This design comes from an exercise in tuning for small area, a short achievable clock period and few clock cycles per item on the open sky130 flow, not from production work.

==> v5 <==
Design IOTDF, start of the top module:
module IOTDF (input clk, input rst, input in_en, input [7:0] iot_in, input [2:0] fn_sel,
              output busy, output valid, output [127:0] iot_out);
export LEC_CHECK = 0
export ABC_CLOCK_PERIOD_IN_PS = 2600
export CAP_MARGIN = 20
export CORE_MARGIN = 2
export CORE_UTILIZATION = 40
export SETUP_SLACK_MARGIN = 1.9
export SLEW_MARGIN = 20
create_clock -name core_clock -period 4.5 [get_ports {clk}]
standard.sh (not shown) runs the stock make flow with config.mk's settings and CLKGATE_MAP_FILE= SYNTH_SCRIPT=/design/flow/synth_recipe.tcl, a recipe that flattens the netlist after the stock synthesis.
==> flow/flow/run.sh <==
#!/bin/bash
# Standard ORFS layout (the standard.sh, standard synthesis), with the
# port buffers made of sky130_fd_sc_hd__buf_1 instead of the resizer's default pick.
set -uo pipefail
export BUFFER_PORTS_ARGS="-buffer_cell sky130_fd_sc_hd__buf_1"
bash standard.sh > standard_flow.log 2>&1
==> v2: changes against v5 <==
--- a/flow/design.v
+++ b/flow/design.v
@@ -144,92 +144,96 @@
                 g2b[i] = b;
             end
         end
     endfunction
     reg         busy_r, valid_r;
     reg [3:0]   cnt;         
     reg         m_des, m_enc;    
+    reg         m_e0, m_d1;      
+    reg         ldA, ldB, ldC;   
+    reg         amt1;            
     reg         plsb;        
     reg [127:0] O;           
     reg         act;         
     reg [3:0]   rc;          
     reg [31:0]  Lr;
     reg [47:0]  Xr;          
     reg [27:0]  Cr, Dr;
     reg [7:0]   P;           
     assign busy = busy_r;
     assign valid = valid_r;
     assign iot_out = O;
     wire [127:0] blk   = {O[119:0], iot_in};       
     wire         first = (cnt == 4'd0);
     wire         last  = in_en & (cnt == 4'd15);
-    wire         load  = last & m_des;
+    wire         load  = ldC;    
     wire         copy  = act & (rc == 4'd0);
     wire [55:0]  cd0 = pc1(blk[127:64]);
     wire [47:0]  K   = pc2({Cr, Dr});
     wire [31:0]  so  = {s1(Xr[47:42]), s2(Xr[41:36]), s3(Xr[35:30]), s4(Xr[29:24]),
                         s5(Xr[23:18]), s6(Xr[17:12]), s7(Xr[11:6]), s8(Xr[5:0])};
     wire [31:0]  fo  = pp(so);
     wire [47:0]  XK  = Xr ^ K;
     wire [31:0]  Rc  = {XK[46:43], XK[40:37], XK[34:31], XK[28:25], XK[22:19], XK[16:13], XK[10:7], XK[4:1]};
     wire [31:0]  Rn  = Lr ^ fo;
     wire [63:0]  des_out = fp({Rn, Rc});
     wire [55:0]  cd_key  = m_enc ? {Cr, Dr} : {Cr[0], Cr[27:1], Dr[0], Dr[27:1]};
     wire [63:0]  key_out = ipc1(cd_key, P);
     reg  [55:0]  cd_n;
     wire [63:0]  ip_blk = ip(blk[63:0]);
-    wire [31:0]  Lsrc = load ? ip_blk[31:0] : Lr;
+    wire [31:0]  Lsrc = ldB ? ip_blk[31:0] : Lr;
     wire [47:0]  Z    = e(Lsrc) ^ pc2(cd_n);
-    wire [47:0]  Xn   = Z ^ (e(fo) & {48{~load}});
-    wire         amt1 = (rc == 4'd1) | (rc == 4'd8) | (rc == 4'd15);
+    wire [47:0]  Xn   = Z ^ (e(fo) & {48{~ldB}});
     wire         f_crc = (fn_sel == 3'd3);
     wire         f_b2g = (fn_sel == 3'd4);
     wire         f_g2b = (fn_sel == 3'd5);
     wire         c_in = ~first & (f_g2b ? O[0] : plsb);
     wire [2:0]   crc_in = first ? 3'd0 : O[2:0];
     reg  [7:0]   byte_in;
     always @(*) begin
         if (f_crc)      byte_in = {5'd0, crc8(crc_in, iot_in)};
         else if (f_b2g) byte_in = iot_in ^ {c_in, iot_in[7:1]};
         else if (f_g2b) byte_in = g2b(c_in, iot_in);
         else            byte_in = iot_in;
     end
     always @(*) begin
-        if (load)
-            cd_n = m_enc ? {cd0[54:28], cd0[55], cd0[26:0], cd0[27]} : cd0;
-        else if (m_enc)
+        if (ldA)
+            cd_n = m_d1 ? cd0 : {cd0[54:28], cd0[55], cd0[26:0], cd0[27]};
+        else if (m_e0)
             cd_n = amt1 ? {Cr[26:0], Cr[27], Dr[26:0], Dr[27]} : {Cr[25:0], Cr[27:26], Dr[25:0], Dr[27:26]};
         else
             cd_n = amt1 ? {Cr[0], Cr[27:1], Dr[0], Dr[27:1]} : {Cr[1:0], Cr[27:2], Dr[1:0], Dr[27:2]};
     end
     wire busy_n = ~(in_en & (cnt == 4'd14)) &
                   (load | (act & ~((rc == 4'd0) | (rc == 4'd15))));
     wire valid_n = (last & ~m_des) | copy;
     always @(posedge clk or posedge rst) begin
         if (rst) begin
-            busy_r <= 1'b0; valid_r <= 1'b0;
+            busy_r <= 1'b0; valid_r <= 1'b0; ldC <= 1'b0;
             cnt <= 4'd0;
             act <= 1'b0;
         end else begin
             busy_r <= busy_n; valid_r <= valid_n;
+            ldC <= in_en & (cnt == 4'd14) & ((fn_sel == 3'd1) | (fn_sel == 3'd2));
             if (in_en) cnt <= cnt + 4'd1;
             if (load) act <= 1'b1;
             else if (copy) act <= 1'b0;
         end
     end
     always @(posedge clk) begin
         plsb <= iot_in[0];
         m_des <= (fn_sel == 3'd1) | (fn_sel == 3'd2);
         m_enc <= (fn_sel == 3'd1);
+        m_e0 <= fn_sel[0];
+        m_d1 <= fn_sel[1];
+        ldA <= in_en & (cnt == 4'd14) & ~fn_sel[2];
+        ldB <= in_en & (cnt == 4'd14);
+        amt1 <= load | (rc == 4'd7) | (rc == 4'd14);
         rc <= load ? 4'd1 : rc + 4'd1;
         if (copy) O <= {key_out, des_out};
         else O <= {O[119:8], O[7:3], O[2:0] & {3{~f_crc}}, byte_in};
         Xr <= Xn;
         {Cr, Dr} <= cd_n;
-        if (load) begin
-            Lr <= ip_blk[63:32];
-            P <= {blk[120], blk[112], blk[104], blk[96], blk[88], blk[80], blk[72], blk[64]};
-        end else begin
-            Lr <= Rc;
-        end
+        Lr <= ldB ? ip_blk[63:32] : Rc;
+        if (ldA) P <= {blk[120], blk[112], blk[104], blk[96], blk[88], blk[80], blk[72], blk[64]};
     end
 endmodule
ABC_AREA = 1   (was not set)
ABC_CLOCK_PERIOD_IN_PS = 2450   (was 2600)
CTS_BUF_LIST = sky130_fd_sc_hd__clkbuf_8   (was not set)
CTS_CLUSTER_DIAMETER = 60   (was not set)
CTS_CLUSTER_SIZE = 14   (was not set)
SETUP_SLACK_MARGIN = 2.05   (was 1.9)
==> v28: changes against v5 <==
ABC_AREA = 1   (was not set)
ABC_CLOCK_PERIOD_IN_PS = 2300   (was 2600)
CTS_BUF_LIST = sky130_fd_sc_hd__clkbuf_8   (was not set)
CTS_CLUSTER_DIAMETER = 60   (was not set)
CTS_CLUSTER_SIZE = 14   (was not set)
SETUP_SLACK_MARGIN = 2.2   (was 1.9)
==> v14: changes against v5 <==
==> flow/flow/run.sh (replaced) <==
#!/bin/bash
# Standard ORFS layout (the standard.sh, standard synthesis), with the
# port buffers made of sky130_fd_sc_hd__buf_1 instead of the resizer's default pick.
set -uo pipefail
export BUFFER_PORTS_ARGS="-buffer_cell sky130_fd_sc_hd__buf_1"
export RECOVER_POWER=100
bash standard.sh > standard_flow.log 2>&1
ABC_CLOCK_PERIOD_IN_PS = 2450   (was 2600)
CTS_BUF_LIST = sky130_fd_sc_hd__clkbuf_8   (was not set)
CTS_CLUSTER_DIAMETER = 60   (was not set)
CTS_CLUSTER_SIZE = 14   (was not set)
SETUP_SLACK_MARGIN = 2.05   (was 1.9)
==> results.txt <==
quantity                                                            v2              v5             v28               v14
Result of the run                     no timing/DRC/antenna violations  no timing/DRC/antenna violations  no timing/DRC/antenna violations  no timing/DRC/antenna violations
Synthesized flop and latch total                                   292             286             286               286
Largest fanout on the critical path                                 38               7               4                 8
Met1 global-route usage                                          32.3%           34.5%           37.5%             33.9%
Smallest setup slack after layout                              2.15 ns         1.90 ns         2.22 ns           1.06 ns
Clk pin slew, worst setup/hold paths                           0.09 ns         0.06 ns         0.10 ns           0.09 ns
Area share of and/or/nand/nor cells after synthesis              23.8%           12.8%           26.6%             12.8%
Global-route total usage across every layer                      24.8%           23.6%           26.4%             23.4%
Relative max-transition margin                                   39.9%           42.2%           56.4%             40.8%
Top routing layer in use                                          met4            met5            met4              met4
Storage cell area                                         0.00602 mm^2    0.00591 mm^2    0.00593 mm^2      0.00593 mm^2
Number of well-tap cells placed                                    585             592             585               592
F_max                                                          425 MHz         384 MHz         438 MHz           291 MHz
Routed len/inst                                                18.4 um         21.1 um         19.4 um           21.0 um
Number of sequential cells in the layout                           292             286             286               286
Area of the placeable core                                 0.0434 mm^2     0.0441 mm^2     0.0431 mm^2       0.0441 mm^2
Post-Syn Area per Cell                                       6.78 um^2       8.95 um^2       6.76 um^2         8.95 um^2
Vias per cell                                                     5.40            5.68            5.55              5.70
Area share of xor/xnor cells in the synthesized design           7.94%           9.01%           6.66%             9.01%
Worst R2R Start                                           amt1$_DFF_P_  Xr[18]$_DFF_P_  Xr[37]$_DFF_P_  rc[1]$_SDFF_PP0_
Repair and plain buffers                                           168             209             222               239
Multi-input gates                                                 1893            1494            1901              1495
Number of post-CTS setup repair buffers                              2              10               6                40
DRC marker count from the first detailed-route iteration          1990            1699            1917              1529
Function was not checked in any run of this note: the RTL went through the layout flow alone.

[port drivers added, routing unchanged]
How much do the figures lean on ideal ports? The routed layouts below were timed once more, with nothing changed but the port constraints.
Step 1 (the two cells are an assumption about what drives the block):
set clk [get_ports {clk}]
set_driving_cell -lib_cell sky130_fd_sc_hd__clkbuf_16 $clk
set_driving_cell -lib_cell sky130_fd_sc_hd__buf_2 [delete_from_list [all_inputs] $clk]
Step 2, shift: input delay + t, output delay - t, t = (earliest + latest rising clock arrival at the registers) / 2. This alone moves slack from input paths to output paths.
a / b / c = ideal / step 1 / step 2; a / b = the first two.
run	shift t [ns]	setup WS [ns]	hold slack, ns	cell pins on the clock port's net
v5	0.577	1.898 / 1.898 / 1.512	0.277 / 0.247 / 0.427	1
v2	0.676	2.148 / 2.148 / 1.877	0.164 / 0.137 / 0.434	1
v28	0.650	2.217 / 2.215 / 1.731	0.179 / 0.150 / 0.433	1
v14	0.672	1.065 / 1.065 / 1.065	0.175 / 0.147 / 0.430	1
After both steps setup and hold are still met in every run listed. The setup slack of v28, which loses most, moves by -0.002 ns with the drivers and by -0.486 ns with both steps.
